Background: an optimization exercise with open tools, aiming at small area, a short achievable clock period and few clock cycles per item. Do not read the settings as production practice. At most, simulation tests tie the RTL to the original design; equivalence was not proved.

## mult_unit
module mult_unit (
    input  logic        clk_i,
    input  logic        rst_ni,
    input  logic        start_i,
    input  logic [2:0]  op_type_i,
    input  logic [31:0] operand_a_i,
    input  logic [31:0] operand_b_i,
    output logic [31:0] result_o,
    output logic        done_o,
    output logic        exception_valid_o,
    output logic [31:0] exception_cause_o
);
clock: 15.0 ns
lec_check: 0
abc_area: 1
cap_margin: 20
core_margin: 2
core_utilization: 60
cts_buf_list: sky130_fd_sc_hd__clkbuf_8
cts_cluster_size: 40
slew_margin: 20
synth_hierarchical: 1
synth_minimum_keep_size: 0
standard.sh (not shown) runs the stock make flow with config.mk's settings and CLKGATE_MAP_FILE= SYNTH_SCRIPT=/design/flow/synth_recipe.tcl, a recipe that flattens the netlist after the stock synthesis.
==> flow/flow/run.sh <==
#!/bin/bash
# The standard layout, with repair_timing asked for extra setup slack and plain port buffers
bash standard.sh SETUP_SLACK_MARGIN=8.0 "BUFFER_PORTS_ARGS=-buffer_cell sky130_fd_sc_hd__buf_2" finish > standard.log 2>&1
The first run completed without violations.
Testbench counts at the start, summed over its fixed seeds: cycles 1,608, ops 1,600.
==> next run, changes <==
--- a/flow/design.v
+++ b/flow/design.v
@@ -11,38 +11,38 @@
     output logic        done_o,
     output logic        exception_valid_o,
     output logic [31:0] exception_cause_o
 );
     logic a_sgn, b_sgn;
     assign a_sgn = ~(op_type_i[1] & op_type_i[0]);
     assign b_sgn = ~op_type_i[1];
     logic [33:0] am;    
     assign am = {operand_a_i[31] & a_sgn, operand_a_i, 1'b0};
     logic [32:0] bm;    
     assign bm = {operand_b_i, 1'b0};
-    logic [15:0] one, two, neg, negz;
+    logic [15:0] neg, negz;
     logic [577:0] pp;
     genvar gj, gi;
     generate
         for (gj = 0; gj < 16; gj = gj + 1) begin : g_booth
             logic [33:0] x;    
-            assign one[gj]  = bm[2*gj+1] ^ bm[2*gj];
-            assign two[gj]  = (bm[2*gj+2] & ~bm[2*gj+1] & ~bm[2*gj]) | (~bm[2*gj+2] & bm[2*gj+1] & bm[2*gj]);
+            logic [1:0] one2, two2;
+            mu_benc u_enc0 (.b(bm[2*gj+2:2*gj]), .one(one2[0]), .two(two2[0]), .negz(negz[gj]));
+            mu_benc u_enc1 (.b(bm[2*gj+2:2*gj]), .one(one2[1]), .two(two2[1]), .negz());
             assign neg[gj]  = bm[2*gj+2];
-            assign negz[gj] = bm[2*gj+2] & ~(bm[2*gj+1] & bm[2*gj]);
             assign x = {am[33], am[33:1]} ^ {34{neg[gj]}};
-            assign pp[gj*34] = (one[gj] & x[0]) | (two[gj] & neg[gj]);
+            assign pp[gj*34] = (one2[0] & x[0]) | (two2[0] & neg[gj]);
             for (gi = 1; gi < 33; gi = gi + 1) begin : g_bit
-                assign pp[gj*34+gi] = (one[gj] & x[gi]) | (two[gj] & x[gi-1]);
+                assign pp[gj*34+gi] = (one2[gi/17] & x[gi]) | (two2[gi/17] & x[gi-1]);
             end
-            assign pp[gj*34+33] = ~((one[gj] | two[gj]) & x[33]);
+            assign pp[gj*34+33] = ~((one2[1] | two2[1]) & x[33]);
         end
     endgenerate
     logic d16;
     assign d16 = operand_b_i[31] & ~b_sgn;
     generate
         for (gi = 0; gi < 33; gi = gi + 1) begin : g_row16
             assign pp[16*34+gi] = d16 & am[gi+1];
         end
     endgenerate
     assign pp[16*34+33] = ~(d16 & am[33]);
     logic [479:0] fs, fc;
@@ -975,40 +975,20 @@
             default: result_o = '0;
         endcase
     end
     assign done_o = done_q;
     assign exception_valid_o = 1'b0;
     assign exception_cause_o = '0;
 endmodule
 module mu_fa (input logic a, input logic b, input logic c, output logic s, output logic co);
     assign s  = a ^ b ^ c;
     assign co = (a & b) | (a & c) | (b & c);
 endmodule
-module mu_pp_lo (input logic [2:0] b, input logic [17:0] am, output logic [16:0] pp, output logic neg);
-    logic one, two;
-    assign one = b[1] ^ b[0];
-    assign two = (b[2] & ~b[1] & ~b[0]) | (~b[2] & b[1] & b[0]);
-    assign neg = b[2] & ~(b[1] & b[0]);
-    genvar i;
-    generate
-        for (i = 0; i < 17; i = i + 1) begin : g_bit
-            assign pp[i] = ((one & am[i+1]) | (two & am[i])) ^ neg;
-        end
-    endgenerate
-endmodule
-module mu_pp_hi (input logic [2:0] b, input logic [16:0] am, output logic [16:0] pp);
-    logic one, two, neg;
-    assign one = b[1] ^ b[0];
-    assign two = (b[2] & ~b[1] & ~b[0]) | (~b[2] & b[1] & b[0]);
-    assign neg = b[2] & ~(b[1] & b[0]);
-    genvar i;
-    generate
-        for (i = 0; i < 16; i = i + 1) begin : g_bit
-            assign pp[i] = ((one & am[i+1]) | (two & am[i])) ^ neg;
-        end
-    endgenerate
-    assign pp[16] = ~(((one | two) & am[16]) ^ neg);
+module mu_benc (input logic [2:0] b, output logic one, output logic two, output logic negz);
+    assign one  = b[1] ^ b[0];
+    assign two  = ~one & (b[2] ^ b[1]);
+    assign negz = b[2] & (one | ~b[1]);
 endmodule
 module mu_ha (input logic a, input logic b, output logic s, output logic co);
     assign s  = a ^ b;
     assign co = a & b;
 endmodule
Effect:
- The changed run completed without violations
- global-route usage fell by 2.3 points
- routed wire length falls by 2.3%
- area after synthesis goes up by 2.2%
- flip-flop and latch count is unchanged
- utilization fell by 0.49 points
- via count came out higher by 2.4%
- fmax stays flat
- worst hold slack barely changes
Only the layout flow was run in the second run of this note; the RTL was not checked for function there.

afterwards: timing with drivers on the ports:
The results above use ideal ports. As a check the final layouts listed here were re-extracted and re-timed, cells and wires unchanged. Step 1 assumes that a clkbuf_16 drives the clock port and a buf_2 every other input. Step 2 moves the port delays by t, midway between the first and last clock arrival at a register: inputs arrive t later, outputs are due t later. That takes back most of the time a late clock gives input paths. a / b / c = no drivers / after step 1 / after step 2; a / b = the first two.
run | shift t [ns] | slack for setup (ns) | worst setup path after step 2 | worst data-port slew with drivers (ns) | pins driven straight from the clock port
the first run | 0.601 | 8.069 / 8.101 / 7.500 | input to register | 0.08 | 1
the second run | 0.623 | 8.053 / 8.079 / 7.455 | input to register | 0.08 | 1
After both steps every run listed still meets setup and hold. For the second run, which loses most, drivers alone change the setup slack by +0.026 ns; drivers and shift together by -0.598 ns.
